Background: an optimization exercise with open tools, aiming at small area, a short achievable clock period and few clock cycles per item. Do not read the settings as production practice.
At most, simulation tests tie the RTL to the original design; equivalence was not proved.
No activity file was given, so power comes from the tool's default toggle rates.

==> inputs of 06-10 <==
Design cnn_top, start of the top module:
module cnn_top(
    input clk,
    input reset,
    input start,
    output [9:0] img_addr,
    input  [7:0] img_pixel,
    output reg prediction,
    output reg done,
    output signed [31:0] score0,
    output signed [31:0] score1
);
    wire busy, fin, e, ep, en, gt;
    wire [15:0] conv;
    wire [1:0] band;
    wire [3:0] m;
    wire [3:0] i;
    wire [14:0] qmax;
    wire [1:0] g = {i[0], e};      
    reg init;
    control_fsm SEQ (
        .clk(clk), .reset(reset), .start(start), .busy(busy), .addr(img_addr),
        .band(band), .m(m), .i(i), .e(e), .ep(ep), .en(en), .fin(fin)
    );
    processing_unit CONV (
        .clk(clk), .short_band(band >= 2'd1), .ep(ep), .en(en),
        .pixel_in(img_pixel), .conv(conv)
    );
    max_pooling_layer_26x26 POOL (
        .clk(clk), .first(g == 2'd2), .conv(conv), .qmax(qmax)
    );
    dense_layer DENSE (
        .clk(clk), .busy(busy), .init(init), .load_q(g == 2'd2),
        .band(band), .m(m), .ip(i[3:1]), .q(qmax),
        .score0(score0), .score1(score1), .gt(gt)
    );
    always @(posedge clk or posedge reset) begin
        if (reset) begin
            done <= 1'b0;
            init <= 1'b0;
        end else begin
            init <= start;
            if (start) done <= 1'b0;
            else if (fin) done <= 1'b1;
        end
    end
    always @(posedge clk)
        if (fin) prediction <= ~gt;
endmodule
clock: 16.0 ns
lec_check: 0
abc_area: 1
cap_margin: 20
core_margin: 2
core_utilization: 30
place_density: 0.5
slew_margin: 20
synth_memory_max_bits: 65536
standard.sh (not shown) runs the stock make flow with config.mk's settings and CLKGATE_MAP_FILE= SYNTH_SCRIPT=/design/flow/synth_recipe.tcl, a recipe that flattens the netlist after the stock synthesis.
==> flow/flow/run.sh <==
#!/bin/bash
# The standard layout (standard.sh) with these make settings:
#  - timing repair aimed below the clock period: the resizer works on every
#    path with less than 11.7 ns of slack at the design's 16 ns clock;
#  - a clock tree without dummy loads: clkbuf_8 buffers, clusters of up to 18 sinks;
#  - half-adder cells added to the platform's don't-use list, so synthesis
#    extracts only full adders.
# Full tool output goes to standard.log (and ORFS's logs under orfs/logs).
bash standard.sh SETUP_SLACK_MARGIN=11.7 \
  "CTS_ARGS=-sink_clustering_enable -repair_clock_nets -dont_use_dummy_load -buf_list sky130_fd_sc_hd__clkbuf_8 -root_buf sky130_fd_sc_hd__clkbuf_16 -sink_clustering_size 18 -sink_clustering_max_diameter 60" \
  "DONT_USE_CELLS=sky130_fd_sc_hd__probe_p_8 sky130_fd_sc_hd__probec_p_8 sky130_fd_sc_hd__lpflow_bleeder_1 sky130_fd_sc_hd__lpflow_clkbufkapwr_1 sky130_fd_sc_hd__lpflow_clkbufkapwr_16 sky130_fd_sc_hd__lpflow_clkbufkapwr_2 sky130_fd_sc_hd__lpflow_clkbufkapwr_4 sky130_fd_sc_hd__lpflow_clkbufkapwr_8 sky130_fd_sc_hd__lpflow_clkinvkapwr_1 sky130_fd_sc_hd__lpflow_clkinvkapwr_16 sky130_fd_sc_hd__lpflow_clkinvkapwr_2 sky130_fd_sc_hd__lpflow_clkinvkapwr_4 sky130_fd_sc_hd__lpflow_clkinvkapwr_8 sky130_fd_sc_hd__lpflow_decapkapwr_12 sky130_fd_sc_hd__lpflow_decapkapwr_3 sky130_fd_sc_hd__lpflow_decapkapwr_4 sky130_fd_sc_hd__lpflow_decapkapwr_6 sky130_fd_sc_hd__lpflow_decapkapwr_8 sky130_fd_sc_hd__lpflow_inputiso0n_1 sky130_fd_sc_hd__lpflow_inputiso0p_1 sky130_fd_sc_hd__lpflow_inputiso1n_1 sky130_fd_sc_hd__lpflow_inputiso1p_1 sky130_fd_sc_hd__lpflow_inputisolatch_1 sky130_fd_sc_hd__lpflow_isobufsrc_1 sky130_fd_sc_hd__lpflow_isobufsrc_16 sky130_fd_sc_hd__lpflow_isobufsrc_2 sky130_fd_sc_hd__lpflow_isobufsrc_4 sky130_fd_sc_hd__lpflow_isobufsrc_8 sky130_fd_sc_hd__lpflow_isobufsrckapwr_16 sky130_fd_sc_hd__lpflow_lsbuf_lh_hl_isowell_tap_1 sky130_fd_sc_hd__lpflow_lsbuf_lh_hl_isowell_tap_2 sky130_fd_sc_hd__lpflow_lsbuf_lh_hl_isowell_tap_4 sky130_fd_sc_hd__lpflow_lsbuf_lh_isowell_4 sky130_fd_sc_hd__lpflow_lsbuf_lh_isowell_tap_1 sky130_fd_sc_hd__lpflow_lsbuf_lh_isowell_tap_2 sky130_fd_sc_hd__lpflow_lsbuf_lh_isowell_tap_4 sky130_fd_sc_hd__ha_1 sky130_fd_sc_hd__ha_2 sky130_fd_sc_hd__ha_4" \
  finish > standard.log 2>&1
==> 08-21: changes against 06-10 <==
--- a/flow/design.v
+++ b/flow/design.v
@@ -11,26 +11,27 @@
     output reg e,
     output reg ep,
     output reg en,
     output fin
 );
     wire short_b = (band >= 2'd1);
     wire last_i = (i == (short_b ? 4'd9 : 4'd11));
-    assign fin = (band == 2'd3) && (i == 4'd7) && (e == 1'b0);
+    assign fin = (band == 2'd3) && (i == 4'd5) && (e == 1'b1);
     always @(posedge clk) begin
-        ep <= busy ? ~e : start;
-        en <= busy ? e : ~start;
+        ep <= busy & ~e;
+        en <= ~busy | e;
     end
     always @(posedge clk or posedge reset) begin
-        if (reset) begin
-            busy <= 1'b0; addr <= 10'd0; band <= 2'd0; m <= 4'd0; i <= 4'd0; e <= 1'b0;
-        end else if (!busy) begin
-            busy <= start; e <= start; addr <= {9'd0, start};
-        end else if (fin) begin
-            busy <= 1'b0; addr <= 10'd0; band <= 2'd0; m <= 4'd0; i <= 4'd0; e <= 1'b0;
+        if (reset) busy <= 1'b0;
+        else if (!busy) busy <= start;
+        else if (fin) busy <= 1'b0;
+    end
+    always @(posedge clk) begin
+        if (!busy || fin) begin
+            addr <= 10'd0; band <= 2'd0; m <= 4'd0; i <= 4'd0; e <= 1'b0;
         end else if (!e) begin
             e <= 1'b1; addr <= addr + 10'd1;
         end else begin
             e <= 1'b0;
             if (!last_i) begin
                 i <= i + 4'd1; addr <= addr + 10'd27;
             end else begin
@@ -66,14 +67,15 @@
     end
     wire [7:0] y21 = ep ? d[0] : d[2*HB-2];
     wire [7:0] y11 = en ? d[2*HB] : d[2];
     wire [7:0] y01 = en ? d[2*HB+2] : d[4];
     wire [7:0] y20 = d[2*HB-1];
     wire [7:0] y10 = d[2*HB+1];
     wire [7:0] y00 = d[2*HB+3];
+    wire [7:0] y12 = d[1];
     wire ca_1 = y20[2] ^ y20[4];
     wire ca_2 = y20[2] | y20[4];
     wire ca_3 = y20[3] ^ y20[5];
     wire ca_4 = y20[3] | y20[5];
     wire ca_5 = y10[1] ^ y00[0] ^ y00[7];
     wire ca_6 = (y10[1] & y00[0]) | (y10[1] & y00[7]) | (y00[0] & y00[7]);
     wire ca_7 = y20[4] ^ y20[6];
Settings changed: CORE_UTILIZATION 30 to 40, PLACE_DENSITY 0.5 to 0.6.
==> comparison table <==
Status: 08-21 no timing/DRC/antenna violations; 06-10 no timing/DRC/antenna violations
Endpoint of the worst register-to-register path: 08-21 DENSE.dig0[0]; 06-10 DENSE.wr1[0]
Met2 WL: 08-21 30,500 um; 06-10 34,300 um
DRT Pass-1 Iters: 08-21 7; 06-10 6
Comb. pwr: 08-21 1.49 mW; 06-10 1.72 mW
Standard cell area after detailed placement: 08-21 22,300 um2; 06-10 22,800 um2
Cell area after synthesis: 08-21 20,700 um2; 06-10 20,800 um2
Clk pin slew, worst setup/hold paths: 08-21 80 ps; 06-10 100 ps
Total routed wire length on the met1 layer: 08-21 30,100 um; 06-10 34,400 um
Total wire length: 08-21 69,600 um; 06-10 77,600 um
Non-clock buffering overhead: 08-21 4.53%; 06-10 5.18%
Post-synthesis simple-gate area fraction: 08-21 14.8%; 06-10 14.3%
Power per unit of standard cell area: 08-21 149 nW/um2; 06-10 157 nW/um2
Fraction of standard cell area that is sequential: 08-21 38.1%; 06-10 37.5%
Wire length of the first global-routing pass: 08-21 105,000 um; 06-10 114,000 um
Hold Path Sink: 08-21 CONV.d[2][3]; 06-10 CONV.d[13][1]
Capture point of the worst path: 08-21 score1[28]; 06-10 img_addr[4]
Worst slew margin: 08-21 36.0%; 06-10 20.5%
Testbench counts of 08-21, summed over its fixed seeds: cycles 32,760, items 36.
The RTL of 06-10 was laid out without a check of its function.

* * *

==> run P <==
Another version of the RTL of cnn_top (not shown whole).
export LEC_CHECK = 0
export ABC_AREA = 1
export CAP_MARGIN = 20
export CORE_MARGIN = 2
export CORE_UTILIZATION = 40
export PLACE_DENSITY = 0.6
export SLEW_MARGIN = 20
export SYNTH_MEMORY_MAX_BITS = 65536
create_clock -name core_clock -period 16.0 [get_ports {clk}]
==> flow/flow/run.sh <==
#!/bin/bash
# The standard layout (standard.sh) with these make settings:
#  - timing repair aimed below the clock period: the resizer works on every
#    path with less than 11.7 ns of slack at the design's 16 ns clock;
#  - a clock tree without dummy loads: clkbuf_8 buffers, clusters of up to 18 sinks;
#  - half-adder cells added to the platform's don't-use list, so synthesis
#    extracts only full adders.
# Full tool output goes to standard.log (and ORFS's logs under orfs/logs).
bash standard.sh SETUP_SLACK_MARGIN=11.7 \
  "CTS_ARGS=-sink_clustering_enable -repair_clock_nets -dont_use_dummy_load -buf_list {sky130_fd_sc_hd__clkbuf_4 sky130_fd_sc_hd__clkbuf_8} -root_buf sky130_fd_sc_hd__clkbuf_16 -sink_clustering_size 18 -sink_clustering_max_diameter 60" \
  "DONT_USE_CELLS=sky130_fd_sc_hd__probe_p_8 sky130_fd_sc_hd__probec_p_8 sky130_fd_sc_hd__lpflow_bleeder_1 sky130_fd_sc_hd__lpflow_clkbufkapwr_1 sky130_fd_sc_hd__lpflow_clkbufkapwr_16 sky130_fd_sc_hd__lpflow_clkbufkapwr_2 sky130_fd_sc_hd__lpflow_clkbufkapwr_4 sky130_fd_sc_hd__lpflow_clkbufkapwr_8 sky130_fd_sc_hd__lpflow_clkinvkapwr_1 sky130_fd_sc_hd__lpflow_clkinvkapwr_16 sky130_fd_sc_hd__lpflow_clkinvkapwr_2 sky130_fd_sc_hd__lpflow_clkinvkapwr_4 sky130_fd_sc_hd__lpflow_clkinvkapwr_8 sky130_fd_sc_hd__lpflow_decapkapwr_12 sky130_fd_sc_hd__lpflow_decapkapwr_3 sky130_fd_sc_hd__lpflow_decapkapwr_4 sky130_fd_sc_hd__lpflow_decapkapwr_6 sky130_fd_sc_hd__lpflow_decapkapwr_8 sky130_fd_sc_hd__lpflow_inputiso0n_1 sky130_fd_sc_hd__lpflow_inputiso0p_1 sky130_fd_sc_hd__lpflow_inputiso1n_1 sky130_fd_sc_hd__lpflow_inputiso1p_1 sky130_fd_sc_hd__lpflow_inputisolatch_1 sky130_fd_sc_hd__lpflow_isobufsrc_1 sky130_fd_sc_hd__lpflow_isobufsrc_16 sky130_fd_sc_hd__lpflow_isobufsrc_2 sky130_fd_sc_hd__lpflow_isobufsrc_4 sky130_fd_sc_hd__lpflow_isobufsrc_8 sky130_fd_sc_hd__lpflow_isobufsrckapwr_16 sky130_fd_sc_hd__lpflow_lsbuf_lh_hl_isowell_tap_1 sky130_fd_sc_hd__lpflow_lsbuf_lh_hl_isowell_tap_2 sky130_fd_sc_hd__lpflow_lsbuf_lh_hl_isowell_tap_4 sky130_fd_sc_hd__lpflow_lsbuf_lh_isowell_4 sky130_fd_sc_hd__lpflow_lsbuf_lh_isowell_tap_1 sky130_fd_sc_hd__lpflow_lsbuf_lh_isowell_tap_2 sky130_fd_sc_hd__lpflow_lsbuf_lh_isowell_tap_4 sky130_fd_sc_hd__ha_1 sky130_fd_sc_hd__ha_2 sky130_fd_sc_hd__ha_4" \
  finish > standard.log 2>&1
==> run Y: changes against run P <==
--- a/flow/flow/run.sh
+++ b/flow/flow/run.sh
@@ -9,3 +9,3 @@
 bash standard.sh SETUP_SLACK_MARGIN=11.7 \
-  "CTS_ARGS=-sink_clustering_enable -repair_clock_nets -dont_use_dummy_load -buf_list {sky130_fd_sc_hd__clkbuf_4 sky130_fd_sc_hd__clkbuf_8} -root_buf sky130_fd_sc_hd__clkbuf_16 -sink_clustering_size 18 -sink_clustering_max_diameter 60" \
+  "CTS_ARGS=-sink_clustering_enable -repair_clock_nets -dont_use_dummy_load -buf_list sky130_fd_sc_hd__clkbuf_8 -root_buf sky130_fd_sc_hd__clkbuf_16 -sink_clustering_size 18 -sink_clustering_max_diameter 60" \
   "DONT_USE_CELLS=sky130_fd_sc_hd__probe_p_8 sky130_fd_sc_hd__probec_p_8 sky130_fd_sc_hd__lpflow_bleeder_1 sky130_fd_sc_hd__lpflow_clkbufkapwr_1 sky130_fd_sc_hd__lpflow_clkbufkapwr_16 sky130_fd_sc_hd__lpflow_clkbufkapwr_2 sky130_fd_sc_hd__lpflow_clkbufkapwr_4 sky130_fd_sc_hd__lpflow_clkbufkapwr_8 sky130_fd_sc_hd__lpflow_clkinvkapwr_1 sky130_fd_sc_hd__lpflow_clkinvkapwr_16 sky130_fd_sc_hd__lpflow_clkinvkapwr_2 sky130_fd_sc_hd__lpflow_clkinvkapwr_4 sky130_fd_sc_hd__lpflow_clkinvkapwr_8 sky130_fd_sc_hd__lpflow_decapkapwr_12 sky130_fd_sc_hd__lpflow_decapkapwr_3 sky130_fd_sc_hd__lpflow_decapkapwr_4 sky130_fd_sc_hd__lpflow_decapkapwr_6 sky130_fd_sc_hd__lpflow_decapkapwr_8 sky130_fd_sc_hd__lpflow_inputiso0n_1 sky130_fd_sc_hd__lpflow_inputiso0p_1 sky130_fd_sc_hd__lpflow_inputiso1n_1 sky130_fd_sc_hd__lpflow_inputiso1p_1 sky130_fd_sc_hd__lpflow_inputisolatch_1 sky130_fd_sc_hd__lpflow_isobufsrc_1 sky130_fd_sc_hd__lpflow_isobufsrc_16 sky130_fd_sc_hd__lpflow_isobufsrc_2 sky130_fd_sc_hd__lpflow_isobufsrc_4 sky130_fd_sc_hd__lpflow_isobufsrc_8 sky130_fd_sc_hd__lpflow_isobufsrckapwr_16 sky130_fd_sc_hd__lpflow_lsbuf_lh_hl_isowell_tap_1 sky130_fd_sc_hd__lpflow_lsbuf_lh_hl_isowell_tap_2 sky130_fd_sc_hd__lpflow_lsbuf_lh_hl_isowell_tap_4 sky130_fd_sc_hd__lpflow_lsbuf_lh_isowell_4 sky130_fd_sc_hd__lpflow_lsbuf_lh_isowell_tap_1 sky130_fd_sc_hd__lpflow_lsbuf_lh_isowell_tap_2 sky130_fd_sc_hd__lpflow_lsbuf_lh_isowell_tap_4 sky130_fd_sc_hd__ha_1 sky130_fd_sc_hd__ha_2 sky130_fd_sc_hd__ha_4" \
- CORE_UTILIZATION: 40 -> 50
- PLACE_DENSITY: 0.6 -> 0.7
==> tab_implementation.tex <==
\begin{tabular}{lr}
\hline
Metric & Value \\
\hline
\multicolumn{2}{l}{\textbf{Outcome}} \\
Run status & no timing/DRC/antenna violations \\
\multicolumn{2}{l}{\textbf{Setup path}} \\
Worst setup path endpoint & score1[2] \\
\multicolumn{2}{l}{\textbf{Die}} \\
Number of well-tap cells placed & 680 \\
\multicolumn{2}{l}{\textbf{GRT}} \\
Met3 demand-to-capacity share in global routing & 0.0616 \\
\hline
\end{tabular}
the above is filed under run P

==> tab_implementation.tex <==
\begin{tabular}{lr}
\hline
Metric & Value \\
\hline
\multicolumn{2}{l}{\textbf{Yosys}} \\
Average instance area after synthesis & 8.82 µm² \\
\multicolumn{2}{l}{\textbf{Power}} \\
Switching part of the total & 0.375 \\
\multicolumn{2}{l}{\textbf{GRT}} \\
Met3 demand-to-capacity share in global routing & 0.0798 \\
Total global routing track utilization & 0.333 \\
\multicolumn{2}{l}{\textbf{STA}} \\
Slew of the pin with the lowest slew margin & 1.03 ns \\
\multicolumn{2}{l}{\textbf{Outcome}} \\
Run status & no timing/DRC/antenna violations \\
\multicolumn{2}{l}{\textbf{Cells and area}} \\
Commonest non-fill, non-tap cell in the layout & sky130\_fd\_sc\_hd\_\_inv\_1 \\
\multicolumn{2}{l}{\textbf{Setup path}} \\
Worst setup path endpoint & score1[28] \\
\hline
\end{tabular}
the above is filed under run Y

Testbench counts of run P, summed over its fixed seeds: cycles 32,796, items 36.
Testbench counts of run Y, summed over its fixed seeds: cycles 32,796, items 36.

==> re-timing with driven ports <==
No port has a modelled driver above. Below, the same layouts with a new extraction and two added sets of constraints.
Step 1 sets driving cells, clkbuf_16 on the clock port and buf_2 on the other inputs (assumed; they add their load-dependent delay and slew).
Step 2, shift: input delay + t, output delay - t, t = (earliest + latest rising clock arrival at the registers) / 2. This alone moves slack from input paths to output paths.
a / b / c = no drivers / after step 1 / after step 2; a / b = the first two.
run	t, ns	setup slack, ns	clock arrival spread, ns	worst register clock-pin slew, ns	worst data-port slew with drivers (ns)
06-10	0.561	11.747 / 11.691 / 11.454	0.060 / 0.059	0.11 / 0.11	0.11
08-21	0.561	11.722 / 11.660 / 11.840	0.097 / 0.097	0.11 / 0.11	0.06
run P	0.564	11.748 / 11.691 / 11.806	0.073 / 0.073	0.11 / 0.11	0.05
run Y	0.564	11.681 / 11.620 / 11.722	0.095 / 0.095	0.11 / 0.11	0.05
After both steps every run listed still meets setup and hold. For 06-10, which loses most, drivers alone change the setup slack by -0.056 ns; drivers and shift together by -0.293 ns.
